This design comes from an exercise in tuning for small area, a short achievable clock period and few clock cycles on the open sky130 flow, not from production work. In this exercise RTL edits were held to simulation tests only and were not proved equivalent to the original.

## flow/run.sh

```bash
#!/bin/bash
# Layout flow: the standard layout (standard.sh) with two settings
# changed on its make command line:
#  - ADDER_MAP_FILE is left empty, so Yosys does not extract full/half adders
#    into sky130 fa/ha cells and ABC maps the arithmetic into ordinary gates
#    (faster carry paths);
#  - BUFFER_PORTS_ARGS makes the port buffers (every input and output port
#    still gets one) sky130_fd_sc_hd__buf_4 cells instead of the default
#    delay cells.
# Everything else, including the registers the synthesis makes, is the
# standard flow's. The ORFS output goes to flow_orfs.log.
set -euo pipefail
cd "$(dirname "$0")/.."
sed "s/CLKGATE_MAP_FILE= /CLKGATE_MAP_FILE= ADDER_MAP_FILE= 'BUFFER_PORTS_ARGS=-buffer_cell sky130_fd_sc_hd__buf_4' /" standard.sh > standard_own.sh
grep -q 'ADDER_MAP_FILE= ' standard_own.sh
bash standard_own.sh > flow_orfs.log 2>&1 || { tail -50 flow_orfs.log; exit 1; }
test -f out/final.def
```

## standard.sh

```bash
#!/bin/bash
# synth_recipe.tcl (not shown) runs the flow's synth.tcl, then flattens the netlist and writes it again
# the make line also repeats each setting of config.mk as NAME=value (left out here)
make -C /OpenROAD-flow-scripts/flow DESIGN_CONFIG=/design/flow/config.mk WORK_HOME=/design/flow/orfs CLKGATE_MAP_FILE= SYNTH_SCRIPT=/design/flow/synth_recipe.tcl "${@:-finish}"
```

## config.mk

```make
export PLATFORM = sky130hd
export DESIGN_NAME = posit_top
export DESIGN_NICKNAME = posit_top
export VERILOG_FILES = /design/flow/design.v
export SDC_FILE = /design/flow/constraint.sdc
export NUM_CORES = 4
export LEC_CHECK = 0
export ABC_AREA = 1
export CAP_MARGIN = 20
export CORE_MARGIN = 2
export CORE_UTILIZATION = 55
export SETUP_SLACK_MARGIN = 1.25
export SLEW_MARGIN = 20
export TNS_END_PERCENT = 0
```

## constraint.sdc

```tcl
create_clock -name core_clock -period 10.5 [get_ports {clk}]
set_input_delay 2.1000 -clock core_clock [delete_from_list [all_inputs] [get_ports {clk}]]
set_output_delay 2.1000 -clock core_clock [all_outputs]
set_load 0.01 [all_outputs]
```

## design.v

```verilog
module CLZ #(
  parameter W = 14
)(
  input [W - 1 : 0] in,
  output [4:0] lz
);
wire [15:0] x = {in, {(16 - W){1'b0}}};
wire [7:0] v1;
wire [7:0] c1;
wire [3:0] v2;
wire [1:0] c2 [0:3];
wire [1:0] v3;
wire [2:0] c3 [0:1];
genvar g;
generate
  for (g = 0; g < 8; g = g + 1) begin : l1
    assign v1[g] = x[2 * g + 1] | x[2 * g];
    assign c1[g] = ~x[2 * g + 1];
  end
  for (g = 0; g < 4; g = g + 1) begin : l2
    assign v2[g] = v1[2 * g + 1] | v1[2 * g];
    assign c2[g] = v1[2 * g + 1] ? {1'b0, c1[2 * g + 1]} : {1'b1, c1[2 * g]};
  end
  for (g = 0; g < 2; g = g + 1) begin : l3
    assign v3[g] = v2[2 * g + 1] | v2[2 * g];
    assign c3[g] = v2[2 * g + 1] ? {1'b0, c2[2 * g + 1]} : {1'b1, c2[2 * g]};
  end
endgenerate
wire any = v3[1] | v3[0];
wire [3:0] c4 = v3[1] ? {1'b0, c3[1]} : {1'b1, c3[0]};
assign lz = any ? {1'b0, c4} : W;
endmodule
module pfx_or #(
  parameter W = 16
)(
  input [W - 1 : 0] in,
  output [W - 1 : 0] out
);
localparam L = $clog2(W);
wire [W - 1 : 0] O [0 : L];
assign O[0] = in;
genvar l, i;
generate
  for (l = 0; l < L; l = l + 1) begin : lev
    for (i = 0; i < W; i = i + 1) begin : bt
      if ((i >> l) & 1) begin
        localparam integer j = ((i >> l) << l) - 1;
        assign O[l + 1][i] = O[l][i] | O[l][j];
      end else begin
        assign O[l + 1][i] = O[l][i];
      end
    end
  end
endgenerate
assign out = O[L];
endmodule
module padd #(
  parameter W = 16
)(
  input [W - 1 : 0] a, b,
  input cin,
  output [W - 1 : 0] s,
  output cout
);
localparam L = $clog2(W + 1);
wire [W : 0] G [0 : L];
wire [W : 0] P [0 : L];
assign G[0] = {a & b, cin};
assign P[0] = {a ^ b, 1'b0};
genvar l, i;
generate
  for (l = 0; l < L; l = l + 1) begin : lev
    for (i = 0; i <= W; i = i + 1) begin : bt
      if ((i >> l) & 1) begin
        localparam integer j = ((i >> l) << l) - 1;
        assign G[l + 1][i] = G[l][i] | (P[l][i] & G[l][j]);
        assign P[l + 1][i] = P[l][i] & P[l][j];
      end else begin
        assign G[l + 1][i] = G[l][i];
        assign P[l + 1][i] = P[l][i];
      end
    end
  end
endgenerate
assign s = P[0][W : 1] ^ G[L][W - 1 : 0];
assign cout = G[L][W];
endmodule
module pgt #(
  parameter W = 15
)(
  input [W - 1 : 0] a, b,
  output gt,
  output eq
);
localparam L = $clog2(W);
wire [W - 1 : 0] G [0 : L];
wire [W - 1 : 0] E [0 : L];
assign G[0] = a & ~b;
assign E[0] = ~(a ^ b);
genvar l, i;
generate
  for (l = 0; l < L; l = l + 1) begin : lev
    for (i = 0; i < W; i = i + 1) begin : bt
      if ((i >> l) & 1) begin
        localparam integer j = ((i >> l) << l) - 1;
        assign G[l + 1][i] = G[l][i] | (E[l][i] & G[l][j]);
        assign E[l + 1][i] = E[l][i] & E[l][j];
      end else begin
        assign G[l + 1][i] = G[l][i];
        assign E[l + 1][i] = E[l][i];
      end
    end
  end
endgenerate
assign gt = G[L][W - 1];
assign eq = E[L][W - 1];
endmodule
module dstep (
  input [14:0] r, d,
  output [14:0] r_out,
  output qb
);
wire [14:0] g0 = ~r & d;
wire [14:0] p0 = ~(r ^ d);
wire [14:0] G [0:4];
wire [14:0] P [0:4];
assign G[0] = g0;
assign P[0] = p0;
genvar l, i;
generate
  for (l = 0; l < 4; l = l + 1) begin : lev
    for (i = 0; i < 15; i = i + 1) begin : bt
      if ((i >> l) & 1) begin
        localparam integer j = ((i >> l) << l) - 1;
        assign G[l+1][i] = G[l][i] | (P[l][i] & G[l][j]);
        assign P[l+1][i] = P[l][i] & P[l][j];
      end else begin
        assign G[l+1][i] = G[l][i];
        assign P[l+1][i] = P[l][i];
      end
    end
  end
endgenerate
wire [14:0] bin = {G[4][13:0], 1'b0};
wire lt = G[4][14];         
assign qb = ~lt;
wire [14:0] t = (d ^ bin) & {15{~lt}};
wire [14:0] rn = r ^ t;
assign r_out = {rn[13:0], 1'b0};
endmodule
module divider #(
  parameter STEPS = 1
)(
  input [14:0] r_in,
  input [13:0] q_in,
  input [14:0] d,
  output [14:0] r_out,
  output [13:0] q_out
);
wire [14:0] r [0 : STEPS];
wire [13:0] q [0 : STEPS];
assign r[0] = r_in;
assign q[0] = q_in;
genvar i;
generate
  for (i = 0; i < STEPS; i = i + 1) begin : step
    wire qb;
    dstep st (.r(r[i]), .d(d), .r_out(r[i + 1]), .qb(qb));
    assign q[i + 1] = {q[i][12:0], qb};
  end
endgenerate
assign r_out = r[STEPS];
assign q_out = q[STEPS];
endmodule
module posit_extraction (
  input [15:0] x,
  output [14:0] t,
  output [5:0] sf,
  output [11:0] f,
  output zero,
  output nar
);
wire s = x[15];
wire [14:0] any_le;
pfx_or #(15) po (.in(x[14:0]), .out(any_le));
wire [14:0] lower_any = {any_le[13:0], 1'b0};
assign t = x[14:0] ^ ({15{s}} & lower_any);
assign zero = ~|x;
assign nar = s & ~lower_any[14] & ~x[14];
wire r0 = t[14];
wire [4:0] lz;
CLZ #(14) clz (.in(t[13:0] ^ {14{r0}}), .lz(lz));
wire [12:0] tmp = t[12:0] << lz[3:0];
assign f = tmp[11:0];
assign sf = {r0 ? {1'b0, lz[3:0]} : ~{1'b0, lz[3:0]}, tmp[12]};
endmodule
module posit_scalar (
  input div,
  input [5:0] a_sf, b_sf,
  output [5:0] md_sf
);
wire [5:0] bx = div ? ~b_sf : b_sf;
wire [6:0] msu = {a_sf[5], a_sf} + {bx[5], bx} + {6'd0, div};
wire signed [6:0] ms = msu;
assign md_sf = (ms > 7'sd28) ? 6'd28 : (ms < -7'sd28) ? -6'sd28 : ms[5:0];
endmodule
module posit_arithmetic_operator (
  input [1:0] opcode,
  input [15:0] a, b,
  input [13:0] div_q,          
  output [14:0] div_n, div_d,  
  output enc_sign,             
  output [5:0] enc_sf,
  output [13:0] enc_m,
  output nar,                  
  output muldiv_zero,          
  output add_zero              
);
wire [14:0] ta, tb;
wire [5:0] sfa, sfb;
wire [11:0] fa, fb;
wire za, zb, na, nb;
posit_extraction ea (.x(a), .t(ta), .sf(sfa), .f(fa), .zero(za), .nar(na));
posit_extraction eb (.x(b), .t(tb), .sf(sfb), .f(fb), .zero(zb), .nar(nb));
wire sa = a[15];
wire sb = b[15];
wire a_gt_b, a_eq_b;
pgt #(15) cmp (.a(ta), .b(tb), .gt(a_gt_b), .eq(a_eq_b));
wire eff_sub = sa ^ sb ^ opcode[0];
wire sum_zero = a_eq_b & eff_sub;
wire [5:0] sfg = a_gt_b ? sfa : sfb;
wire [11:0] fg = a_gt_b ? fa : fb;
wire [11:0] fs = a_gt_b ? fb : fa;
wire [5:0] d_ab = sfa - sfb;
wire [5:0] d_ba = sfb - sfa;
wire [5:0] shift = a_gt_b ? d_ab : d_ba;
wire [14:0] G = {2'b01, fg, 1'b0};
wire [14:0] S_full = {2'b01, fs, 1'b0};
wire [5:0] sfg_m1 = sfg - 6'd1;
wire [5:0] sfg_m2 = sfg - 6'd2;
wire [14:0] S = (shift[5:4] != 2'b00) ? 15'd0 : (S_full >> shift[3:0]);
wire [11:0] po_a, po_b;
pfx_or #(12) poa (.in(fa), .out(po_a));
pfx_or #(12) pob (.in(fb), .out(po_b));
wire [11:0] po_s = a_gt_b ? po_b : po_a;
wire [15:0] sticky_tab = {2'b11, po_s, 2'b00};
wire sticky = shift[5] ? 1'b0 : shift[4] ? (shift[3:0] != 4'hf) : sticky_tab[shift[3:0]];
wire [14:0] V;
padd #(15) addsub (.a(G), .b(S ^ {15{eff_sub}}), .cin(eff_sub & ~sticky), .s(V), .cout());
wire [11:0] f_far = V[14] ? V[13:2] : V[13] ? V[12:1] : V[11:0];
wire [5:0] sf_far = V[14] ? sfg : V[13] ? sfg_m1 : sfg_m2;
wire [4:0] lzn;
CLZ #(15) clzn (.in(V), .lz(lzn));
wire [14:0] Vnn = V << lzn[3:0];
wire [11:0] f_near = Vnn[13:2];
wire [5:0] sf_near = sfg - {2'b0, lzn[3:0]};
wire near = eff_sub & (shift[5:1] == 5'd0);
wire [11:0] f_as = near ? f_near : f_far;
wire [5:0] sf_as = near ? sf_near : sf_far;
wire [25:0] P;
mul13 mul (.a(fa), .b(fb), .p(P));
wire [5:0] md_sf;
posit_scalar scal (.div(opcode[0]), .a_sf(sfa), .b_sf(sfb), .md_sf(md_sf));
wire fb_gt_fa;
pgt #(12) cmpf (.a(fb), .b(fa), .gt(fb_gt_fa), .eq());
wire lt = a_gt_b & fb_gt_fa;
assign div_n = {1'b1, fa, 2'b0};
assign div_d = lt ? {2'b01, fb, 1'b0} : {1'b1, fb, 2'b0};
wire [4:0] lzh;
CLZ #(10) clzq (.in(div_q[13:4]), .lz(lzh));
wire [13:0] qn_h = div_q << lzh[3:0];
wire [2:0] qn_l = div_q[3] ? div_q[2:0] : div_q[2] ? {div_q[1:0], 1'b0} : div_q[1] ? {div_q[0], 2'b0} : 3'b0;
wire [11:0] f_d = (div_q[13:4] != 10'd0) ? qn_h[12:1] : {qn_l, 9'b0};
wire [5:0] sf_d = md_sf - {5'b0, lt} - 6'd1;
reg [13:0] m_r;
reg [5:0] sf_r;
reg s_r;
always @* begin
  case (opcode)
    2'b10: begin m_r = P[25:12]; sf_r = md_sf; s_r = sa ^ sb; end
    2'b11: begin m_r = {1'b1, f_d, 1'b0}; sf_r = sf_d; s_r = sa ^ sb; end
    default: begin
      if (za | zb) begin m_r = {1'b1, fg, 1'b0}; sf_r = sfg_m1; end
      else begin m_r = {1'b1, f_as, 1'b0}; sf_r = sf_as; end
      s_r = a_gt_b ? sa : (sb ^ opcode[0]);
    end
  endcase
end
assign enc_sign = s_r;
assign enc_sf = sf_r;
assign enc_m = m_r;
assign nar = na | nb;
assign muldiv_zero = opcode[1] & (za | zb);
assign add_zero = ~opcode[1] & sum_zero;
endmodule
module mul13 (input [11:0] a, input [11:0] b, output [25:0] p);
wire neg0 = b[1] & ~(b[0] & 1'b0);
wire one0 = b[0] ^ 1'b0;
wire two0 = (b[1] & ~b[0] & ~1'b0) | (~b[1] & b[0] & 1'b0);
wire pp0_0 = ((one0 & a[0]) | (two0 & 1'b0)) ^ neg0;
wire pp0_1 = ((one0 & a[1]) | (two0 & a[0])) ^ neg0;
wire pp0_2 = ((one0 & a[2]) | (two0 & a[1])) ^ neg0;
wire pp0_3 = ((one0 & a[3]) | (two0 & a[2])) ^ neg0;
wire pp0_4 = ((one0 & a[4]) | (two0 & a[3])) ^ neg0;
wire pp0_5 = ((one0 & a[5]) | (two0 & a[4])) ^ neg0;
wire pp0_6 = ((one0 & a[6]) | (two0 & a[5])) ^ neg0;
wire pp0_7 = ((one0 & a[7]) | (two0 & a[6])) ^ neg0;
wire pp0_8 = ((one0 & a[8]) | (two0 & a[7])) ^ neg0;
wire pp0_9 = ((one0 & a[9]) | (two0 & a[8])) ^ neg0;
wire pp0_10 = ((one0 & a[10]) | (two0 & a[9])) ^ neg0;
wire pp0_11 = ((one0 & a[11]) | (two0 & a[10])) ^ neg0;
wire pp0_12 = ((one0 & 1'b1) | (two0 & a[11])) ^ neg0;
wire pp0_13 = ((one0 & 1'b0) | (two0 & 1'b1)) ^ neg0;
wire neg1 = b[3] & ~(b[2] & b[1]);
wire one1 = b[2] ^ b[1];
wire two1 = (b[3] & ~b[2] & ~b[1]) | (~b[3] & b[2] & b[1]);
wire pp1_0 = ((one1 & a[0]) | (two1 & 1'b0)) ^ neg1;
wire pp1_1 = ((one1 & a[1]) | (two1 & a[0])) ^ neg1;
wire pp1_2 = ((one1 & a[2]) | (two1 & a[1])) ^ neg1;
wire pp1_3 = ((one1 & a[3]) | (two1 & a[2])) ^ neg1;
wire pp1_4 = ((one1 & a[4]) | (two1 & a[3])) ^ neg1;
wire pp1_5 = ((one1 & a[5]) | (two1 & a[4])) ^ neg1;
wire pp1_6 = ((one1 & a[6]) | (two1 & a[5])) ^ neg1;
wire pp1_7 = ((one1 & a[7]) | (two1 & a[6])) ^ neg1;
wire pp1_8 = ((one1 & a[8]) | (two1 & a[7])) ^ neg1;
wire pp1_9 = ((one1 & a[9]) | (two1 & a[8])) ^ neg1;
wire pp1_10 = ((one1 & a[10]) | (two1 & a[9])) ^ neg1;
wire pp1_11 = ((one1 & a[11]) | (two1 & a[10])) ^ neg1;
wire pp1_12 = ((one1 & 1'b1) | (two1 & a[11])) ^ neg1;
wire pp1_13 = ((one1 & 1'b0) | (two1 & 1'b1)) ^ neg1;
wire neg2 = b[5] & ~(b[4] & b[3]);
wire one2 = b[4] ^ b[3];
wire two2 = (b[5] & ~b[4] & ~b[3]) | (~b[5] & b[4] & b[3]);
wire pp2_0 = ((one2 & a[0]) | (two2 & 1'b0)) ^ neg2;
wire pp2_1 = ((one2 & a[1]) | (two2 & a[0])) ^ neg2;
wire pp2_2 = ((one2 & a[2]) | (two2 & a[1])) ^ neg2;
wire pp2_3 = ((one2 & a[3]) | (two2 & a[2])) ^ neg2;
wire pp2_4 = ((one2 & a[4]) | (two2 & a[3])) ^ neg2;
wire pp2_5 = ((one2 & a[5]) | (two2 & a[4])) ^ neg2;
wire pp2_6 = ((one2 & a[6]) | (two2 & a[5])) ^ neg2;
wire pp2_7 = ((one2 & a[7]) | (two2 & a[6])) ^ neg2;
wire pp2_8 = ((one2 & a[8]) | (two2 & a[7])) ^ neg2;
wire pp2_9 = ((one2 & a[9]) | (two2 & a[8])) ^ neg2;
wire pp2_10 = ((one2 & a[10]) | (two2 & a[9])) ^ neg2;
wire pp2_11 = ((one2 & a[11]) | (two2 & a[10])) ^ neg2;
wire pp2_12 = ((one2 & 1'b1) | (two2 & a[11])) ^ neg2;
wire pp2_13 = ((one2 & 1'b0) | (two2 & 1'b1)) ^ neg2;
wire neg3 = b[7] & ~(b[6] & b[5]);
wire one3 = b[6] ^ b[5];
wire two3 = (b[7] & ~b[6] & ~b[5]) | (~b[7] & b[6] & b[5]);
wire pp3_0 = ((one3 & a[0]) | (two3 & 1'b0)) ^ neg3;
wire pp3_1 = ((one3 & a[1]) | (two3 & a[0])) ^ neg3;
wire pp3_2 = ((one3 & a[2]) | (two3 & a[1])) ^ neg3;
wire pp3_3 = ((one3 & a[3]) | (two3 & a[2])) ^ neg3;
wire pp3_4 = ((one3 & a[4]) | (two3 & a[3])) ^ neg3;
wire pp3_5 = ((one3 & a[5]) | (two3 & a[4])) ^ neg3;
wire pp3_6 = ((one3 & a[6]) | (two3 & a[5])) ^ neg3;
wire pp3_7 = ((one3 & a[7]) | (two3 & a[6])) ^ neg3;
wire pp3_8 = ((one3 & a[8]) | (two3 & a[7])) ^ neg3;
wire pp3_9 = ((one3 & a[9]) | (two3 & a[8])) ^ neg3;
wire pp3_10 = ((one3 & a[10]) | (two3 & a[9])) ^ neg3;
wire pp3_11 = ((one3 & a[11]) | (two3 & a[10])) ^ neg3;
wire pp3_12 = ((one3 & 1'b1) | (two3 & a[11])) ^ neg3;
wire pp3_13 = ((one3 & 1'b0) | (two3 & 1'b1)) ^ neg3;
wire neg4 = b[9] & ~(b[8] & b[7]);
wire one4 = b[8] ^ b[7];
wire two4 = (b[9] & ~b[8] & ~b[7]) | (~b[9] & b[8] & b[7]);
wire pp4_0 = ((one4 & a[0]) | (two4 & 1'b0)) ^ neg4;
wire pp4_1 = ((one4 & a[1]) | (two4 & a[0])) ^ neg4;
wire pp4_2 = ((one4 & a[2]) | (two4 & a[1])) ^ neg4;
wire pp4_3 = ((one4 & a[3]) | (two4 & a[2])) ^ neg4;
wire pp4_4 = ((one4 & a[4]) | (two4 & a[3])) ^ neg4;
wire pp4_5 = ((one4 & a[5]) | (two4 & a[4])) ^ neg4;
wire pp4_6 = ((one4 & a[6]) | (two4 & a[5])) ^ neg4;
wire pp4_7 = ((one4 & a[7]) | (two4 & a[6])) ^ neg4;
wire pp4_8 = ((one4 & a[8]) | (two4 & a[7])) ^ neg4;
wire pp4_9 = ((one4 & a[9]) | (two4 & a[8])) ^ neg4;
wire pp4_10 = ((one4 & a[10]) | (two4 & a[9])) ^ neg4;
wire pp4_11 = ((one4 & a[11]) | (two4 & a[10])) ^ neg4;
wire pp4_12 = ((one4 & 1'b1) | (two4 & a[11])) ^ neg4;
wire pp4_13 = ((one4 & 1'b0) | (two4 & 1'b1)) ^ neg4;
wire neg5 = b[11] & ~(b[10] & b[9]);
wire one5 = b[10] ^ b[9];
wire two5 = (b[11] & ~b[10] & ~b[9]) | (~b[11] & b[10] & b[9]);
wire pp5_0 = ((one5 & a[0]) | (two5 & 1'b0)) ^ neg5;
wire pp5_1 = ((one5 & a[1]) | (two5 & a[0])) ^ neg5;
wire pp5_2 = ((one5 & a[2]) | (two5 & a[1])) ^ neg5;
wire pp5_3 = ((one5 & a[3]) | (two5 & a[2])) ^ neg5;
wire pp5_4 = ((one5 & a[4]) | (two5 & a[3])) ^ neg5;
wire pp5_5 = ((one5 & a[5]) | (two5 & a[4])) ^ neg5;
wire pp5_6 = ((one5 & a[6]) | (two5 & a[5])) ^ neg5;
wire pp5_7 = ((one5 & a[7]) | (two5 & a[6])) ^ neg5;
wire pp5_8 = ((one5 & a[8]) | (two5 & a[7])) ^ neg5;
wire pp5_9 = ((one5 & a[9]) | (two5 & a[8])) ^ neg5;
wire pp5_10 = ((one5 & a[10]) | (two5 & a[9])) ^ neg5;
wire pp5_11 = ((one5 & a[11]) | (two5 & a[10])) ^ neg5;
wire pp5_12 = ((one5 & 1'b1) | (two5 & a[11])) ^ neg5;
wire pp5_13 = ((one5 & 1'b0) | (two5 & 1'b1)) ^ neg5;
wire neg6 = 1'b0 & ~(1'b1 & b[11]);
wire one6 = 1'b1 ^ b[11];
wire two6 = (1'b0 & ~1'b1 & ~b[11]) | (~1'b0 & 1'b1 & b[11]);
wire pp6_0 = ((one6 & a[0]) | (two6 & 1'b0)) ^ neg6;
wire pp6_1 = ((one6 & a[1]) | (two6 & a[0])) ^ neg6;
wire pp6_2 = ((one6 & a[2]) | (two6 & a[1])) ^ neg6;
wire pp6_3 = ((one6 & a[3]) | (two6 & a[2])) ^ neg6;
wire pp6_4 = ((one6 & a[4]) | (two6 & a[3])) ^ neg6;
wire pp6_5 = ((one6 & a[5]) | (two6 & a[4])) ^ neg6;
wire pp6_6 = ((one6 & a[6]) | (two6 & a[5])) ^ neg6;
wire pp6_7 = ((one6 & a[7]) | (two6 & a[6])) ^ neg6;
wire pp6_8 = ((one6 & a[8]) | (two6 & a[7])) ^ neg6;
wire pp6_9 = ((one6 & a[9]) | (two6 & a[8])) ^ neg6;
wire pp6_10 = ((one6 & a[10]) | (two6 & a[9])) ^ neg6;
wire pp6_11 = ((one6 & a[11]) | (two6 & a[10])) ^ neg6;
wire pp6_12 = ((one6 & 1'b1) | (two6 & a[11])) ^ neg6;
wire pp6_13 = ((one6 & 1'b0) | (two6 & 1'b1)) ^ neg6;
wire s1;
wire c2;
assign s1 = pp0_10 ^ pp1_8;
assign c2 = pp0_10 & pp1_8;
wire s3;
wire c4;
assign s3 = pp0_11 ^ pp1_9;
assign c4 = pp0_11 & pp1_9;
wire s5;
wire c6;
assign s5 = pp0_12 ^ pp1_10 ^ pp2_8;
assign c6 = (pp0_12 & pp1_10) | (pp0_12 & pp2_8) | (pp1_10 & pp2_8);
wire s7;
wire c8;
assign s7 = pp3_6 ^ pp4_4;
assign c8 = pp3_6 & pp4_4;
wire s9;
wire c10;
assign s9 = pp0_13 ^ pp1_11 ^ pp2_9;
assign c10 = (pp0_13 & pp1_11) | (pp0_13 & pp2_9) | (pp1_11 & pp2_9);
wire s11;
wire c12;
assign s11 = pp3_7 ^ pp4_5;
assign c12 = pp3_7 & pp4_5;
wire s13;
wire c14;
assign s13 = ~neg0 ^ pp1_12 ^ pp2_10;
assign c14 = (~neg0 & pp1_12) | (~neg0 & pp2_10) | (pp1_12 & pp2_10);
wire s15;
wire c16;
assign s15 = pp3_8 ^ pp4_6 ^ pp5_4;
assign c16 = (pp3_8 & pp4_6) | (pp3_8 & pp5_4) | (pp4_6 & pp5_4);
wire s17;
wire c18;
assign s17 = pp1_13 ^ pp2_11 ^ pp3_9;
assign c18 = (pp1_13 & pp2_11) | (pp1_13 & pp3_9) | (pp2_11 & pp3_9);
wire s19;
wire c20;
assign s19 = pp4_7 ^ pp5_5;
assign c20 = pp4_7 & pp5_5;
wire s21;
wire c22;
assign s21 = ~neg1 ^ pp2_12 ^ pp3_10;
assign c22 = (~neg1 & pp2_12) | (~neg1 & pp3_10) | (pp2_12 & pp3_10);
wire s23;
wire c24;
assign s23 = pp2_13 ^ pp3_11;
assign c24 = pp2_13 & pp3_11;
wire s25;
wire c26;
assign s25 = pp0_6 ^ pp1_4;
assign c26 = pp0_6 & pp1_4;
wire s27;
wire c28;
assign s27 = pp0_7 ^ pp1_5;
assign c28 = pp0_7 & pp1_5;
wire s29;
wire c30;
assign s29 = pp0_8 ^ pp1_6 ^ pp2_4;
assign c30 = (pp0_8 & pp1_6) | (pp0_8 & pp2_4) | (pp1_6 & pp2_4);
wire s31;
wire c32;
assign s31 = pp3_2 ^ pp4_0;
assign c32 = pp3_2 & pp4_0;
wire s33;
wire c34;
assign s33 = pp0_9 ^ pp1_7 ^ pp2_5;
assign c34 = (pp0_9 & pp1_7) | (pp0_9 & pp2_5) | (pp1_7 & pp2_5);
wire s35;
wire c36;
assign s35 = pp3_3 ^ pp4_1;
assign c36 = pp3_3 & pp4_1;
wire s37;
wire c38;
assign s37 = pp2_6 ^ pp3_4 ^ pp4_2;
assign c38 = (pp2_6 & pp3_4) | (pp2_6 & pp4_2) | (pp3_4 & pp4_2);
wire s39;
wire c40;
assign s39 = pp5_0 ^ neg5 ^ s1;
assign c40 = (pp5_0 & neg5) | (pp5_0 & s1) | (neg5 & s1);
wire s41;
wire c42;
assign s41 = pp2_7 ^ pp3_5 ^ pp4_3;
assign c42 = (pp2_7 & pp3_5) | (pp2_7 & pp4_3) | (pp3_5 & pp4_3);
wire s43;
wire c44;
assign s43 = pp5_1 ^ s3 ^ c2;
assign c44 = (pp5_1 & s3) | (pp5_1 & c2) | (s3 & c2);
wire s45;
wire c46;
assign s45 = pp5_2 ^ pp6_0 ^ neg6;
assign c46 = (pp5_2 & pp6_0) | (pp5_2 & neg6) | (pp6_0 & neg6);
wire s47;
wire c48;
assign s47 = s5 ^ s7 ^ c4;
assign c48 = (s5 & s7) | (s5 & c4) | (s7 & c4);
wire s49;
wire c50;
assign s49 = pp5_3 ^ pp6_1 ^ s9;
assign c50 = (pp5_3 & pp6_1) | (pp5_3 & s9) | (pp6_1 & s9);
wire s51;
wire c52;
assign s51 = s11 ^ c6 ^ c8;
assign c52 = (s11 & c6) | (s11 & c8) | (c6 & c8);
wire s53;
wire c54;
assign s53 = pp6_2 ^ 1'b1 ^ s13;
assign c54 = (pp6_2 & 1'b1) | (pp6_2 & s13) | (1'b1 & s13);
wire s55;
wire c56;
assign s55 = s15 ^ c10 ^ c12;
assign c56 = (s15 & c10) | (s15 & c12) | (c10 & c12);
wire s57;
wire c58;
assign s57 = pp6_3 ^ 1'b1 ^ s17;
assign c58 = (pp6_3 & 1'b1) | (pp6_3 & s17) | (1'b1 & s17);
wire s59;
wire c60;
assign s59 = s19 ^ c14 ^ c16;
assign c60 = (s19 & c14) | (s19 & c16) | (c14 & c16);
wire s61;
wire c62;
assign s61 = pp4_8 ^ pp5_6 ^ pp6_4;
assign c62 = (pp4_8 & pp5_6) | (pp4_8 & pp6_4) | (pp5_6 & pp6_4);
wire s63;
wire c64;
assign s63 = s21 ^ c18 ^ c20;
assign c64 = (s21 & c18) | (s21 & c20) | (c18 & c20);
wire s65;
wire c66;
assign s65 = pp4_9 ^ pp5_7 ^ pp6_5;
assign c66 = (pp4_9 & pp5_7) | (pp4_9 & pp6_5) | (pp5_7 & pp6_5);
wire s67;
wire c68;
assign s67 = 1'b1 ^ s23 ^ c22;
assign c68 = (1'b1 & s23) | (1'b1 & c22) | (s23 & c22);
wire s69;
wire c70;
assign s69 = ~neg2 ^ pp3_12 ^ pp4_10;
assign c70 = (~neg2 & pp3_12) | (~neg2 & pp4_10) | (pp3_12 & pp4_10);
wire s71;
wire c72;
assign s71 = pp5_8 ^ pp6_6 ^ c24;
assign c72 = (pp5_8 & pp6_6) | (pp5_8 & c24) | (pp6_6 & c24);
wire s73;
wire c74;
assign s73 = pp3_13 ^ pp4_11 ^ pp5_9;
assign c74 = (pp3_13 & pp4_11) | (pp3_13 & pp5_9) | (pp4_11 & pp5_9);
wire s75;
wire c76;
assign s75 = pp6_7 ^ 1'b1;
assign c76 = pp6_7 & 1'b1;
wire s77;
wire c78;
assign s77 = ~neg3 ^ pp4_12 ^ pp5_10;
assign c78 = (~neg3 & pp4_12) | (~neg3 & pp5_10) | (pp4_12 & pp5_10);
wire s79;
wire c80;
assign s79 = pp4_13 ^ pp5_11;
assign c80 = pp4_13 & pp5_11;
wire s81;
wire c82;
assign s81 = pp0_4 ^ pp1_2;
assign c82 = pp0_4 & pp1_2;
wire s83;
wire c84;
assign s83 = pp0_5 ^ pp1_3;
assign c84 = pp0_5 & pp1_3;
wire s85;
wire c86;
assign s85 = pp2_2 ^ pp3_0 ^ neg3;
assign c86 = (pp2_2 & pp3_0) | (pp2_2 & neg3) | (pp3_0 & neg3);
wire s87;
wire c88;
assign s87 = pp2_3 ^ pp3_1 ^ s27;
assign c88 = (pp2_3 & pp3_1) | (pp2_3 & s27) | (pp3_1 & s27);
wire s89;
wire c90;
assign s89 = neg4 ^ s29 ^ s31;
assign c90 = (neg4 & s29) | (neg4 & s31) | (s29 & s31);
wire s91;
wire c92;
assign s91 = s33 ^ s35 ^ c30;
assign c92 = (s33 & s35) | (s33 & c30) | (s35 & c30);
wire s93;
wire c94;
assign s93 = s37 ^ s39 ^ c34;
assign c94 = (s37 & s39) | (s37 & c34) | (s39 & c34);
wire s95;
wire c96;
assign s95 = s41 ^ s43 ^ c38;
assign c96 = (s41 & s43) | (s41 & c38) | (s43 & c38);
wire s97;
wire c98;
assign s97 = s45 ^ s47 ^ c42;
assign c98 = (s45 & s47) | (s45 & c42) | (s47 & c42);
wire s99;
wire c100;
assign s99 = s49 ^ s51 ^ c46;
assign c100 = (s49 & s51) | (s49 & c46) | (s51 & c46);
wire s101;
wire c102;
assign s101 = s53 ^ s55 ^ c50;
assign c102 = (s53 & s55) | (s53 & c50) | (s55 & c50);
wire s103;
wire c104;
assign s103 = s57 ^ s59 ^ c54;
assign c104 = (s57 & s59) | (s57 & c54) | (s59 & c54);
wire s105;
wire c106;
assign s105 = s61 ^ s63 ^ c58;
assign c106 = (s61 & s63) | (s61 & c58) | (s63 & c58);
wire s107;
wire c108;
assign s107 = s65 ^ s67 ^ c62;
assign c108 = (s65 & s67) | (s65 & c62) | (s67 & c62);
wire s109;
wire c110;
assign s109 = s69 ^ s71 ^ c66;
assign c110 = (s69 & s71) | (s69 & c66) | (s71 & c66);
wire s111;
wire c112;
assign s111 = s73 ^ s75 ^ c70;
assign c112 = (s73 & s75) | (s73 & c70) | (s75 & c70);
wire s113;
wire c114;
assign s113 = pp6_8 ^ s77 ^ c74;
assign c114 = (pp6_8 & s77) | (pp6_8 & c74) | (s77 & c74);
wire s115;
wire c116;
assign s115 = pp6_9 ^ 1'b1 ^ s79;
assign c116 = (pp6_9 & 1'b1) | (pp6_9 & s79) | (1'b1 & s79);
wire s117;
wire c118;
assign s117 = ~neg4 ^ pp5_12 ^ pp6_10;
assign c118 = (~neg4 & pp5_12) | (~neg4 & pp6_10) | (pp5_12 & pp6_10);
wire s119;
wire c120;
assign s119 = pp5_13 ^ pp6_11;
assign c120 = pp5_13 & pp6_11;
wire s121;
wire c122;
assign s121 = pp0_2 ^ pp1_0;
assign c122 = pp0_2 & pp1_0;
wire s123;
wire c124;
assign s123 = pp0_3 ^ pp1_1;
assign c124 = pp0_3 & pp1_1;
wire s125;
wire c126;
assign s125 = pp2_0 ^ neg2 ^ s81;
assign c126 = (pp2_0 & neg2) | (pp2_0 & s81) | (neg2 & s81);
wire s127;
wire c128;
assign s127 = pp2_1 ^ s83 ^ c82;
assign c128 = (pp2_1 & s83) | (pp2_1 & c82) | (s83 & c82);
wire s129;
wire c130;
assign s129 = s25 ^ s85 ^ c84;
assign c130 = (s25 & s85) | (s25 & c84) | (s85 & c84);
wire s131;
wire c132;
assign s131 = c26 ^ s87 ^ c86;
assign c132 = (c26 & s87) | (c26 & c86) | (s87 & c86);
wire s133;
wire c134;
assign s133 = c28 ^ s89 ^ c88;
assign c134 = (c28 & s89) | (c28 & c88) | (s89 & c88);
wire s135;
wire c136;
assign s135 = c32 ^ s91 ^ c90;
assign c136 = (c32 & s91) | (c32 & c90) | (s91 & c90);
wire s137;
wire c138;
assign s137 = c36 ^ s93 ^ c92;
assign c138 = (c36 & s93) | (c36 & c92) | (s93 & c92);
wire s139;
wire c140;
assign s139 = c40 ^ s95 ^ c94;
assign c140 = (c40 & s95) | (c40 & c94) | (s95 & c94);
wire s141;
wire c142;
assign s141 = c44 ^ s97 ^ c96;
assign c142 = (c44 & s97) | (c44 & c96) | (s97 & c96);
wire s143;
wire c144;
assign s143 = c48 ^ s99 ^ c98;
assign c144 = (c48 & s99) | (c48 & c98) | (s99 & c98);
wire s145;
wire c146;
assign s145 = c52 ^ s101 ^ c100;
assign c146 = (c52 & s101) | (c52 & c100) | (s101 & c100);
wire s147;
wire c148;
assign s147 = c56 ^ s103 ^ c102;
assign c148 = (c56 & s103) | (c56 & c102) | (s103 & c102);
wire s149;
wire c150;
assign s149 = c60 ^ s105 ^ c104;
assign c150 = (c60 & s105) | (c60 & c104) | (s105 & c104);
wire s151;
wire c152;
assign s151 = c64 ^ s107 ^ c106;
assign c152 = (c64 & s107) | (c64 & c106) | (s107 & c106);
wire s153;
wire c154;
assign s153 = c68 ^ s109 ^ c108;
assign c154 = (c68 & s109) | (c68 & c108) | (s109 & c108);
wire s155;
wire c156;
assign s155 = c72 ^ s111 ^ c110;
assign c156 = (c72 & s111) | (c72 & c110) | (s111 & c110);
wire s157;
wire c158;
assign s157 = c76 ^ s113 ^ c112;
assign c158 = (c76 & s113) | (c76 & c112) | (s113 & c112);
wire s159;
wire c160;
assign s159 = c78 ^ s115 ^ c114;
assign c160 = (c78 & s115) | (c78 & c114) | (s115 & c114);
wire s161;
wire c162;
assign s161 = c80 ^ s117 ^ c116;
assign c162 = (c80 & s117) | (c80 & c116) | (s117 & c116);
wire s163;
wire c164;
assign s163 = 1'b1 ^ s119 ^ c118;
assign c164 = (1'b1 & s119) | (1'b1 & c118) | (s119 & c118);
wire s165;
wire c166;
assign s165 = ~neg5 ^ pp6_12 ^ c120;
assign c166 = (~neg5 & pp6_12) | (~neg5 & c120) | (pp6_12 & c120);
wire s167;
wire c168;
assign s167 = pp6_13 ^ 1'b1;
assign c168 = pp6_13 & 1'b1;
wire [25:0] r0 = {s167, s165, s163, s161, s159, s157, s155, s153, s151, s149, s147, s145, s143, s141, s139, s137, s135, s133, s131, s129, s127, s125, s123, neg1, pp0_1, pp0_0};
wire [25:0] r1 = {c166, c164, c162, c160, c158, c156, c154, c152, c150, c148, c146, c144, c142, c140, c138, c136, c134, c132, c130, c128, c126, c124, c122, s121, 1'b0, neg0};
padd #(26) cpa (.a(r0), .b(r1), .cin(1'b0), .s(p), .cout());
endmodule
module posit_encoder (
  input sign,
  input [5:0] sf,
  input [11:0] f,
  output [15:0] ans
);
wire neg = sf[5];
wire [3:0] sh = sf[4:1] ^ {4{neg}};
wire [14:0] w = {~neg, neg, sf[0], f};
wire [29:0] wx = {{15{~neg}}, w} >> sh;
wire [15:0] t = {1'b0, wx[14:0]};
wire [15:0] any_le;
pfx_or #(16) po (.in(t), .out(any_le));
wire [15:0] lower_any = {any_le[14:0], 1'b0};
assign ans = t ^ ({16{sign}} & lower_any);
endmodule
module posit_top#(
  parameter posit_width = 16,  
  parameter es = 1  
)(
  input clk,
  input reset,
  input start,
  input [1:0] opcode,  
  input [posit_width - 1 : 0] a, b,
  output reg done,
  output zero,
  output [posit_width - 1 : 0] result
);
wire [14:0] div_n, div_d;
wire enc_sign, nar, muldiv_zero, add_zero;
wire [5:0] enc_sf;
wire [13:0] enc_m;
reg busy1, busy2, busy3;
reg [14:0] r_reg, d_reg;
reg [13:0] q_reg;
reg sign_reg, nar_reg, mdz_reg, addz_reg;
reg [5:0] sf_reg;
reg [13:0] m_reg;
wire [5:0] sf_out = sf_reg + {5'd0, m_reg[13]};
wire [11:0] f_out = m_reg[13] ? m_reg[12:1] : m_reg[11:0];
wire [15:0] enc_ans;
posit_encoder enc (.sign(sign_reg), .sf(sf_out), .f(f_out), .ans(enc_ans));
assign result = nar_reg ? 16'h8000 : (mdz_reg | addz_reg) ? 16'h0000 : enc_ans;
assign zero = addz_reg | (~mdz_reg & sf_out[5] & (sf_out[4:2] == 3'b000));
wire [14:0] r4, r5;
wire [13:0] q4, q5;
divider #(.STEPS(4)) div_b4 (.r_in(r_reg), .q_in(q_reg), .d(d_reg), .r_out(r4), .q_out(q4));
divider #(.STEPS(1)) div_b1 (.r_in(r4), .q_in(q4), .d(d_reg), .r_out(r5), .q_out(q5));
posit_arithmetic_operator core (
  .opcode(opcode), .a(a), .b(b), .div_q(q4),
  .div_n(div_n), .div_d(div_d),
  .enc_sign(enc_sign), .enc_sf(enc_sf), .enc_m(enc_m),
  .nar(nar), .muldiv_zero(muldiv_zero), .add_zero(add_zero)
);
wire start_div = start & opcode[1] & opcode[0];
always @(posedge clk or posedge reset) begin
  if (reset) begin
    done <= 1'b0;
    busy1 <= 1'b0;
    busy2 <= 1'b0;
    busy3 <= 1'b0;
  end else begin
    done <= (start & ~start_div) | busy3;
    busy1 <= start_div;
    busy2 <= busy1;
    busy3 <= busy2;
  end
end
always @(posedge clk) begin
  sign_reg <= enc_sign;
  sf_reg <= enc_sf;
  m_reg <= enc_m;
  nar_reg <= nar;
  mdz_reg <= muldiv_zero;
  addz_reg <= add_zero;
  r_reg <= (busy1 | busy2) ? r5 : div_n;
  q_reg <= (busy1 | busy2) ? q5 : 14'd0;
  d_reg <= div_d;
end
endmodule
```

==> impl_metrics.toml, run 1 <==
[clock_network]
cts_tree = "done"
cts.htree.levels = 3
cts_root_buffer = "clkbuf_16"
cts_hold_buffers = 0
clkSinkCount = 65
cts_buffers = 9
cts_buffer_depth = 2
clk_latency_ns = 0.34
clk_pin_slew_ns = 0.06

[placement]
place_hpwl_mm = 60.7
gp_congestion = 1.03
placed_cell_area_um2 = 22800
port_buffers = 54

[outcome]
outcome = "complete, no violations"

[worst_setup_path]
cp.arrival_ns = 8.88
path_class = "input port to flop"
cp_common_cell = "nand2_1"
critPathRequiredTime_ns = 10.78
timing.rr.end = "r_reg[7]$_DFF_P_"
worstPathMaxFanout = 20
crit_path_top_delay_cell = "o21ai_4"
rrSetupSlack_ns = 2.10
reg2reg_from = "d_reg[10]$_DFF_P_"
cp-start-kind = "input port"
r2r_cells = 48
crit_path_end_kind = "flop"
max_stage_delay_ns = 0.48

[global_route]
antenna_found_initial = 2
grt_util_all_layers = 0.352
grt_pass1_wl_mm = 122
grt_max_degree = 44
overflow = 0
grt_pass1_vias = 24800

[floorplan]
core_region_area_um2 = 40000
die_area_um2 = 42400
rows = 73
design.portCount = 55
chipHeight_um = 206
start_util = 0.560
dieWidth_um = 206

[sta]
period_minus_slack_ns = 8.60
final_max_slew_viol_count = 0
slew-limit-headroom = 0.300
fin_skew_ns = 0.00565
setup_viol = 0
tightest_slew_ns = 1.04
fin_crit_sh = 0.819
max_freq_mhz = 116
rsz0062_at_grt = "yes"
finalHoldViolCount = 0
setup_tns_ns = 0

[yosys]
yosysWarnings = 15
synth_flop_cell = "dfxtp_1"
async_flop_share = 0.0615
ys_seq_area_frac = 0.0590
synth_top_area_share = 0.302
ys_ff_latch = 65
synth_area_per_cell_um2 = 5.00
synthesis.nets = 4519
synth-edff-count = 0
yosysTopAreaCell = "nand2_1"
synthCells = 4482
synth_area_um2 = 22400
netlist-cell-type-count = 70
ys_top_cells_by_area = "nand2_1 (30%), nand3_1 (15%), inv_1 (7.8%)"

[drt]
wl_per_cell_um = 15.0
drt-initial-drc-count = 2703
via_per_inst = 5.57
vias = 27700
drt-total-wl_mm = 74.9
first_pass_iters = 9
drtAntennaViolNets = 0
drc = 0

[cells_and_area]
stdcell_area_um2 = 23300
drive_gt1_frac = 0.0973
multi_input_area_um2 = 18300
num-nets-final = 4483
regArea_um2 = 1320
fillers = 4525
syn_to_final_growth_pct = 3.88

[hold_path]
min_path_cells = 0
min_to = "busy2$_DFF_PP0_"
holdCritStartpoint = "busy1$_DFF_PP0_"
hold_path.class = "flop to flop"

[run]
drv_cap = 0
==> worst max-delay path: cells and delay by family <==
kind | cells | cell delay, ns
AND/OR/NAND/NOR | 48 | 5.93
buffers and inverters | 1 | 0.12
AO/OA/AOI/OAI | 3 | 0.70
==> area by class of cell <==
class / instances / share of cell area
Multi-Input combinational cell: 3745 / 0.786
Inverter: 539 / 0.0879
Sequential cell: 65 / 0.0568
Tap cell: 525 / 0.0282
Timing Repair Buffer: 86 / 0.0277
Clock buffer: 11 / 0.0104
Clock inverter: 5 / 0.00236
Antenna cell: 2 / 0.000215
==> cell usage after synthesis (12+ instances only) <==
cell type,n
nor2_2,28
a21oi_1,103
nand2_2,78
xor2_1,115
dfxtp_1,61
buf_4,23
inv_1,463
nand2_1,1805
nand4_1,69
nand3b_1,19
o22ai_1,62
nor2_4,14
nand3_2,43
a21boi_0,12
o211ai_1,12
or2_1,17
o21ai_1,43
buf_6,24
nor2_1,270
xnor2_1,14
nand2_4,20
or2_2,21
nor3_1,38
nand3_1,656
inv_2,61
buf_2,34
o21ai_0,182
clkbuf_1,46
==> per-stage QoR <==
stage	utilization	worst slack, ns	hold slack, ns	std cells
finish	0.582	1.90	0.376	4978
global route	0.582	1.15	0.382	4976
CTS	0.577	1.26	0.377	4968
detailed placement	0.570	0.846	0.364	4952
global placement	0.570	1.00	0.360	4952
floorplan	-	3.29	0.354	4482
==> cell usage in the layout (no fill, tap or decap), drive strengths merged, types with 2 or more instances in the layout <==
cell type and n:
clkinv 11, xnor2 14, o31ai 2, xor2 121
o21bai 3, buf 86, o21a 7, o21ai 233
o211ai 12, a31oi 10, and3 2, dfxtp 61
and2 5, or2 38, nand4 70, diode 2
nand3b 19, o22ai 62, a22o 2, o221ai 9
nor2 319, dfrtp 4, a21o 10, nand2 1904
a21oi 118, mux2i 6, xnor3 4, a22oi 3
inv 527, clkbuf 11, nand3 701, a221oi 2
nor3 38, clkinvlp 5, a21boi 18, a211oi 7
==> repair_timing <==
action,in CTS,in global routing
endpoints found under the setup margin,8,34
gates cloned,0,1
buffers inserted,0,7
pin swaps,0,3
gates resized for setup,1,27
==> how the worst max path moves through the flow <==
stage                              endpoint  from  slack, ns  cells past startpoint
after CTS                  m_reg[6]$_DFF_P_  b[4]       1.26                     50
after floorplan           m_reg[11]$_DFF_P_  a[0]       3.29                     57
after global placement     m_reg[9]$_DFF_P_  b[4]        1.0                     46
final                      m_reg[2]$_DFF_P_  a[2]       1.90                     52
after detailed placement   m_reg[6]$_DFF_P_  b[4]       0.85                     46
after global routing       m_reg[5]$_DFF_P_  a[8]       1.15                     50
==> per-layer routing <==
layer	vias to the layer above	track usage	share of wire
met5	-	0	0.00015
met1	12200	0.453	0.44
met4	2	0.136	0.040
met3	177	0.0287	0.071
li1	14400	-	-
met2	985	0.608	0.45
==> logic make-up (layout without fill, tap and decap cells) <==
family / Yosys count / in the layout / synth area share
xor+xnor: 140 / 140 / 0.0598
flops: 65 / 65 / 0.0590
mux: 7 / 7 / 0.00318
other cells: 0 / 2 / 0
buf+inv: 673 / 641 / 0.129
compound gates: 499 / 500 / 0.131
simple gates: 3098 / 3098 / 0.617
Testbench counts, summed over its fixed seeds: cycles 46,265.
==> run 2, diff against run 1 <==
--- a/design.v
+++ b/design.v
@@ -213,3 +213,3 @@
   output [5:0] enc_sf,
-  output [13:0] enc_m,
+  output [14:0] enc_x,
   output nar,                  
@@ -238,23 +238,11 @@
 wire [14:0] S_full = {2'b01, fs, 1'b0};
-wire [5:0] sfg_m1 = sfg - 6'd1;
-wire [5:0] sfg_m2 = sfg - 6'd2;
-wire [14:0] S = (shift[5:4] != 2'b00) ? 15'd0 : (S_full >> shift[3:0]);
-wire [11:0] po_a, po_b;
-pfx_or #(12) poa (.in(fa), .out(po_a));
-pfx_or #(12) pob (.in(fb), .out(po_b));
-wire [11:0] po_s = a_gt_b ? po_b : po_a;
-wire [15:0] sticky_tab = {2'b11, po_s, 2'b00};
-wire sticky = shift[5] ? 1'b0 : shift[4] ? (shift[3:0] != 4'hf) : sticky_tab[shift[3:0]];
+wire [14:0] s1 = shift[0] ? {1'b0, S_full[14:1]} : S_full;
+wire [14:0] s2 = shift[1] ? {2'b0, s1[14:2]} : s1;
+wire [14:0] s4 = shift[2] ? {4'b0, s2[14:4]} : s2;
+wire [14:0] s8 = shift[3] ? {8'b0, s4[14:8]} : s4;
+wire out_any = (shift[1] & |s1[1:0]) | (shift[2] & |s2[3:0]) | (shift[3] & |s4[7:0]);
+wire [14:0] S = (shift[5:4] != 2'b00) ? 15'd0 : s8;
+wire sticky = shift[5] ? 1'b0 : shift[4] ? (shift[3:0] != 4'hf) : out_any;
 wire [14:0] V;
 padd #(15) addsub (.a(G), .b(S ^ {15{eff_sub}}), .cin(eff_sub & ~sticky), .s(V), .cout());
-wire [11:0] f_far = V[14] ? V[13:2] : V[13] ? V[12:1] : V[11:0];
-wire [5:0] sf_far = V[14] ? sfg : V[13] ? sfg_m1 : sfg_m2;
-wire [4:0] lzn;
-CLZ #(15) clzn (.in(V), .lz(lzn));
-wire [14:0] Vnn = V << lzn[3:0];
-wire [11:0] f_near = Vnn[13:2];
-wire [5:0] sf_near = sfg - {2'b0, lzn[3:0]};
-wire near = eff_sub & (shift[5:1] == 5'd0);
-wire [11:0] f_as = near ? f_near : f_far;
-wire [5:0] sf_as = near ? sf_near : sf_far;
 wire [25:0] P;
@@ -268,9 +256,4 @@
 assign div_d = lt ? {2'b01, fb, 1'b0} : {1'b1, fb, 2'b0};
-wire [4:0] lzh;
-CLZ #(10) clzq (.in(div_q[13:4]), .lz(lzh));
-wire [13:0] qn_h = div_q << lzh[3:0];
-wire [2:0] qn_l = div_q[3] ? div_q[2:0] : div_q[2] ? {div_q[1:0], 1'b0} : div_q[1] ? {div_q[0], 2'b0} : 3'b0;
-wire [11:0] f_d = (div_q[13:4] != 10'd0) ? qn_h[12:1] : {qn_l, 9'b0};
-wire [5:0] sf_d = md_sf - {5'b0, lt} - 6'd1;
-reg [13:0] m_r;
+wire [5:0] sf_d = md_sf - {5'b0, lt};
+reg [14:0] x_r;
 reg [5:0] sf_r;
@@ -279,7 +262,7 @@
   case (opcode)
-    2'b10: begin m_r = P[25:12]; sf_r = md_sf; s_r = sa ^ sb; end
-    2'b11: begin m_r = {1'b1, f_d, 1'b0}; sf_r = sf_d; s_r = sa ^ sb; end
+    2'b10: begin x_r = P[25:11]; sf_r = md_sf; s_r = sa ^ sb; end
+    2'b11: begin x_r = {div_q, 1'b0}; sf_r = sf_d; s_r = sa ^ sb; end
     default: begin
-      if (za | zb) begin m_r = {1'b1, fg, 1'b0}; sf_r = sfg_m1; end
-      else begin m_r = {1'b1, f_as, 1'b0}; sf_r = sf_as; end
+      x_r = (za | zb) ? G : V;
+      sf_r = sfg;
       s_r = a_gt_b ? sa : (sb ^ opcode[0]);
@@ -290,3 +273,3 @@
 assign enc_sf = sf_r;
-assign enc_m = m_r;
+assign enc_x = x_r;
 assign nar = na | nb;
@@ -787,3 +770,3 @@
 wire [5:0] enc_sf;
-wire [13:0] enc_m;
+wire [14:0] enc_x;
 reg busy1, busy2, busy3;
@@ -791,7 +774,10 @@
 reg [13:0] q_reg;
-reg sign_reg, nar_reg, mdz_reg, addz_reg;
+reg sign_reg, nar_reg, mdz_reg, addz_reg, div_reg;
 reg [5:0] sf_reg;
-reg [13:0] m_reg;
-wire [5:0] sf_out = sf_reg + {5'd0, m_reg[13]};
-wire [11:0] f_out = m_reg[13] ? m_reg[12:1] : m_reg[11:0];
+reg [14:0] x_reg;
+wire [4:0] lz_out;
+CLZ #(15) clz_out (.in(x_reg), .lz(lz_out));
+wire [14:0] xn = x_reg << lz_out[3:0];
+wire [11:0] f_out = xn[13:2];
+wire [5:0] sf_out = div_reg ? sf_reg : sf_reg + 6'd1 - {2'b0, lz_out[3:0]};
 wire [15:0] enc_ans;
@@ -807,3 +793,3 @@
   .div_n(div_n), .div_d(div_d),
-  .enc_sign(enc_sign), .enc_sf(enc_sf), .enc_m(enc_m),
+  .enc_sign(enc_sign), .enc_sf(enc_sf), .enc_x(enc_x),
   .nar(nar), .muldiv_zero(muldiv_zero), .add_zero(add_zero)
@@ -827,3 +813,4 @@
   sf_reg <= enc_sf;
-  m_reg <= enc_m;
+  x_reg <= enc_x;
+  div_reg <= opcode[1] & opcode[0];
   nar_reg <= nar;
--- a/config.mk
+++ b/config.mk
@@ -11,4 +11,4 @@
 export CORE_UTILIZATION = 55
-export SETUP_SLACK_MARGIN = 1.25
+export SETUP_SLACK_MARGIN = 1.5
 export SLEW_MARGIN = 20
-export TNS_END_PERCENT = 0
+export TNS_END_PERCENT = 5
==> impl_metrics.toml, run 2 <==
[worst_setup_path]
r2r_cells = 46
timing.rr.end = "r_reg[8]$_DFF_P_"
worstPathMaxFanout = 16
rrSetupSlack_ns = 1.90
max_stage_delay_ns = 0.60
path_class = "flop to flop"
cp_common_cell = "nand2_1"
reg2reg_from = "d_reg[9]$_DFF_P_"
critPathRequiredTime_ns = 10.68
crit_path_end_kind = "flop"
cp-start-kind = "flop"
crit_path_top_delay_cell = "dfxtp_1"
cp.arrival_ns = 8.77

[clock_network]
clk_pin_slew_ns = 0.06
clk_latency_ns = 0.35
cts_root_buffer = "clkbuf_16"
cts_hold_buffers = 0
cts.htree.levels = 3
clkSinkCount = 67
cts_buffer_depth = 2
cts_buffers = 9
cts_tree = "done"

[sta]
rsz0062_at_grt = "yes"
fin_crit_sh = 0.819
period_minus_slack_ns = 8.60
tightest_slew_ns = 1.17
slew-limit-headroom = 0.214
finalHoldViolCount = 0
fin_skew_ns = 0.0115
final_max_slew_viol_count = 0
max_freq_mhz = 116
setup_viol = 0
setup_tns_ns = 0

[yosys]
yosysTopAreaCell = "nand2_1"
synthCells = 4185
synth_top_area_share = 0.332
ys_seq_area_frac = 0.0673
synth_area_per_cell_um2 = 4.83
synth_flop_cell = "dfxtp_1"
ys_top_cells_by_area = "nand2_1 (33%), nand3_1 (14%), inv_1 (8.7%)"
synth-edff-count = 0
synthXorXnorAreaFrac = 0.0491
synthesis.nets = 4222
yosysWarnings = 13
synth_area_um2 = 20200
ys_ff_latch = 67
synthTopCellsByCount = "nand2_1 (1789), nand3_1 (579), inv_1 (471)"
post-synth-top-count-cell = "nand2_1"
synthAdderAreaFrac = 0
synth_top_family_by_area = "simple AND/OR/NAND/NOR gates"
synth-simple-area-share = 0.613
synth_compound_area_frac = 0.141
async_flop_share = 0.0597
synthMuxAreaShare = 0.000495
netlist-cell-type-count = 73

[cells_and_area]
regArea_um2 = 1360
final_cell_mix = "nand2_1 (1767), nand3_1 (577), inv_1 (460), nor2_1 (240), o21ai_0 (223)"
stdcell_area_um2 = 21700
largest_reg_flops = 15
final_common_cell = "nand2_1"
post-route-util = 0.595
syn_to_final_growth_pct = 7.25
fillers = 4016
multi_input_area_um2 = 16500
drive_gt1_frac = 0.0864
num-nets-final = 4233

[global_route]
grt_util_all_layers = 0.349
grt_pass1_wl_mm = 111
overflow = 0
antenna_found_initial = 4
grt_max_degree = 52
grt_pass1_vias = 22300

[hold_path]
min_path_cells = 0
hold_path.class = "flop to flop"
holdCritStartpoint = "busy1$_DFF_PP0_"
min_to = "busy2$_DFF_PP0_"

[drt]
wl_met2_mm = 30.1
wl_met1_mm = 31.1
drt-initial-drc-count = 2348
drc = 0
drtAntennaViolNets = 0
wl_per_cell_um = 14.7
dr_wl_met3_mm = 5.16
top_layer = "met4"
drt-total-wl_mm = 68.5
first_pass_iters = 7
vias = 25700
via_per_inst = 5.51

[placement]
gp_congestion = 0.980
placed_cell_area_um2 = 20800
port_buffers = 54
place_hpwl_mm = 54.3

[floorplan]
design.portCount = 55
core_region_area_um2 = 36400
die_area_um2 = 38300
start_util = 0.555
dieWidth_um = 196
chipHeight_um = 196
rows = 70

[outcome]
outcome = "complete, no violations"

[run]
drv_cap = 0
## run 2: changes by cell type after synthesis, sizes merged, moves of 9 or more
cell	change
nand3	-107
nand2	-75
o21ai	+45
nor2	-43
o22ai	-43
xor2	-34
a21oi	-26
buf	-12
or2	-12
inv	-10
nand3b	+9
## run 2: how the worst max path moves through the flow
stage	from	end	depth (start not counted)
after floorplan	x_reg[14]$_DFF_P_	result[14]	41
after global placement	b[0]	x_reg[12]$_DFF_P_	49
after detailed placement	b[0]	x_reg[4]$_DFF_P_	49
after CTS	x_reg[13]$_DFF_P_	result[14]	42
after global routing	b[0]	x_reg[12]$_DFF_P_	52
final	d_reg[9]$_DFF_P_	r_reg[8]$_DFF_P_	46
## run 2: kinds of logic after synthesis
kind of cell | Yosys count
flops | 67
xor+xnor | 106
buf+inv | 643
simple gates | 2880
compound gates | 488
mux | 1
## run 2: repair_timing
item / in CTS / in global routing
gates resized for setup: 10 / 82
setup buffers: 0 / 32
endpoints found under the hold margin: 0 / 0
pin swaps: 0 / 6
gates cloned: 1 / 5
setup endpoints to repair: 18 / 39
## run 2: cell type report
cell class,count,area share
diodes,2,0.000231
clock buffers,11,0.0112
clock inverters,5,0.00283
inverters,525,0.0933
multi-input cells,3478,0.762
flip-flops and latches,67,0.0628
well taps,468,0.0270
repair buffers,112,0.0395
repair inverters,3,0.000923
## run 2: stage by stage
| step | worst slack (ns) | hold slack, ns | cells |
|---|---|---|---|
| after floorplan | 3.03 | 0.354 | 4185 |
| after global placement | 0.969 | 0.356 | 4615 |
| after detailed placement | 0.836 | 0.363 | 4615 |
| after CTS | 1.46 | 0.375 | 4632 |
| after global routing | 1.45 | 0.391 | 4669 |
| final | 1.90 | 0.376 | 4671 |
## run 2: layer usage
metal / vias up / track usage
li1: 13500 / -
met5: - / 0
met1: 11200 / 0.473
met3: 139 / 0.0361
met2: 917 / 0.583
met4: 0 / 0.108
## run 2: worst max-delay path: cells and delay by family (launching register included)
kind | cells | cell delay [ns]
compound gates | 2 | 0.27
xor+xnor | 1 | 0.18
buf+inv | 2 | 0.40
flops | 1 | 0.60
simple gates | 41 | 6.90
Testbench counts of run 2, summed over its fixed seeds: cycles 46,265.
==> run 3, diff against run 2 <==
--- a/config.mk
+++ b/config.mk
@@ -11,3 +11,3 @@
 export CORE_UTILIZATION = 55
-export SETUP_SLACK_MARGIN = 1.5
+export SETUP_SLACK_MARGIN = 2.5
 export SLEW_MARGIN = 20
==> impl_metrics.toml, run 3 <==
[outcome]
outcome = "complete, no violations"

[drt]
first_pass_iters = 7
drtAntennaViolNets = 0
via_per_inst = 5.65
drc = 0
wl_per_cell_um = 15.6
drt-initial-drc-count = 2782
vias = 27600
drt-total-wl_mm = 76.0

[yosys]
synth_area_per_cell_um2 = 4.83
synthTopCellsByCount = "nand2_1 (1789), nand3_1 (579), inv_1 (471)"
post-synth-top-count-cell = "nand2_1"
yosysTopAreaCell = "nand2_1"
yosysWarnings = 13
ys_seq_area_frac = 0.0673
synth_top_area_share = 0.332
synthCells = 4185
synth_area_um2 = 20200
netlist-cell-type-count = 73
synth_flop_cell = "dfxtp_1"
ys_top_cells_by_area = "nand2_1 (33%), nand3_1 (14%), inv_1 (8.7%)"
async_flop_share = 0.0597
ys_ff_latch = 67
synth-edff-count = 0
synthesis.nets = 4222

[floorplan]
design.portCount = 55
start_util = 0.555
die_area_um2 = 38300
dieWidth_um = 196
core_region_area_um2 = 36400
rows = 70
chipHeight_um = 196

[sta]
final_max_slew_viol_count = 0
setup_viol = 0
tightest_slew_ns = 1.21
slew-limit-headroom = 0.182
rsz0062_at_grt = "yes"
period_minus_slack_ns = 7.82
fin_crit_sh = 0.745
finalHoldViolCount = 0
setup_tns_ns = 0
max_freq_mhz = 128
fin_skew_ns = 0.0111

[global_route]
grt_pass1_wl_mm = 114
grt_pass1_vias = 22800
grt_max_degree = 52
antenna_found_initial = 3
grt_util_all_layers = 0.360
overflow = 0

[clock_network]
clk_latency_ns = 0.35
cts_buffer_depth = 2
clkSinkCount = 67
cts_buffers = 9
clk_pin_slew_ns = 0.05
cts.htree.levels = 3
cts_tree = "done"
cts_root_buffer = "clkbuf_16"
cts_hold_buffers = 0

[placement]
gp_congestion = 0.980
port_buffers = 54
dp.cells = 4615
place_hpwl_mm = 54.3
placed_cell_area_um2 = 20800

[run]
drv_cap = 0

[worst_setup_path]
crit_path_top_delay_cell = "a21oi_1"
cp.arrival_ns = 7.99
path_class = "input port to flop"
max_stage_delay_ns = 0.29
cp-start-kind = "input port"
cp_common_cell = "nand2_1"
worstPathMaxFanout = 8
critPathRequiredTime_ns = 10.67
crit_path_end_kind = "flop"

[cells_and_area]
final_cell_mix = "nand2_1 (1650), nand3_1 (520), inv_1 (431), buf_4 (268), nor2_1 (207)"
stdcell_count = 4879
stdcell_area_um2 = 25100
drive_gt1_frac = 0.199
final_common_cell = "nand2_1"
largest_reg_flops = 15
syn_to_final_growth_pct = 24.3
num-nets-final = 4439

[hold_path]
hold_path.class = "flop to flop"
[run 3: cell counts after synthesis]
Identical to the previous run, type by type.
[run 3: final cells by class]
| cell class | instances | area [um^2] |
|---|---|---|
| Antenna cell | 4 | 10.0 |
| Clock buffer | 11 | 243 |
| Clock inverter | 5 | 61.3 |
| Fill cell | 3546 | 11300 |
| Inverter | 525 | 2110 |
| Multi-Input combinational cell | 3489 | 18200 |
| Sequential cell | 67 | 1370 |
| Tap cell | 468 | 586 |
| Timing Repair Buffer | 304 | 2510 |
| Timing Repair inverter | 6 | 37.5 |
[run 3: worst max-delay path: cells and delay by family]
| family | cells | cell delay (ns) |
|---|---|---|
| buffers and inverters | 11 | 1.41 |
| AOI/OAI and AO/OA | 4 | 0.82 |
| and+or+nand+nor | 34 | 3.64 |
[run 3: through the flow]
| stage | util | setup slack (ns) | hold WS, ns |
|---|---|---|---|
| after CTS | 0.599 | 2.47 | 0.375 |
| after floorplan | - | 3.03 | 0.354 |
| final | 0.690 | 2.68 | 0.376 |
| after detailed placement | 0.570 | 0.836 | 0.363 |
| after global placement | 0.570 | 0.969 | 0.356 |
| after global routing | 0.689 | 2.26 | 0.391 |
[run 3: cells by family (layout without fill, tap and decap cells)]
| kind of cell | count (synthesis) | after routing | share of synthesized area |
|---|---|---|---|
| other cells | 0 | 4 | 0 |
| simple gates | 2880 | 2893 | 0.613 |
| mux | 1 | 1 | 0.000495 |
| compound gates | 488 | 489 | 0.141 |
| flops | 67 | 67 | 0.0673 |
| xor+xnor | 106 | 106 | 0.0491 |
| buf+inv | 643 | 851 | 0.130 |
[run 3: layer usage]
metal,share of wire,vias to the layer above,GRT usage
li1,-,13900,-
met1,0.42,12100,0.482
met2,0.44,1306,0.600
met3,0.093,250,0.0481
met4,0.040,0,0.114
met5,0,-,0
[run 3: worst paths after layout]
check	slack (ns)	cells past startpoint	end	from
max	2.68	49	x_reg[1]$_DFF_P_	b[0]
min	0.38	0	busy2$_DFF_PP0_	busy1$_DFF_PP0_
max reg2reg	3.01	50	r_reg[8]$_DFF_P_	d_reg[11]$_DFF_P_
min reg2reg	0.38	0	busy2$_DFF_PP0_	busy1$_DFF_PP0_
max in group asynchronous	8.70	2	busy1$_DFF_PP0_	reset
min in group asynchronous	1.65	2	busy2$_DFF_PP0_	reset
[run 3: what timing repair did]
| item | 4_1_cts | 5_1_grt |
|---|---|---|
| gates resized for setup | 116 | 488 |
| setup buffers | 39 | 184 |
| cloned | 10 | 11 |
| endpoints found under the setup margin | 46 | 42 |
| pin swaps | 13 | 137 |

re-timing with driven ports:
The results above use ideal ports. As a check the final layouts listed here were re-extracted and re-timed, cells and wires unchanged.
Step 1 sets driving cells, clkbuf_16 on the clock port and buf_2 on the other inputs (assumed; they add their load-dependent delay and slew).
Step 2 adds t to the input delays and takes it off the output delays; t is the mean of the earliest and latest rising clock arrival at the registers after step 1. Input paths then give back, and output paths get back, about the clock's delay inside the block.
a / b / c = ideal / step 1 / step 2; a / b = the first two.
run	t (ns)	slack for setup (ns)	worst hold slack (ns)
run 1	0.383	1.902 / 1.922 / 1.540	0.376 / 0.376 / 0.376
run 2	0.392	1.904 / 1.904 / 1.783	0.376 / 0.376 / 0.376
run 3	0.390	2.682 / 2.704 / 2.317	0.376 / 0.376 / 0.376
After both steps setup and hold are still met in every run listed. For run 3, which loses most, drivers alone change the setup slack by +0.022 ns; drivers and shift together by -0.365 ns.
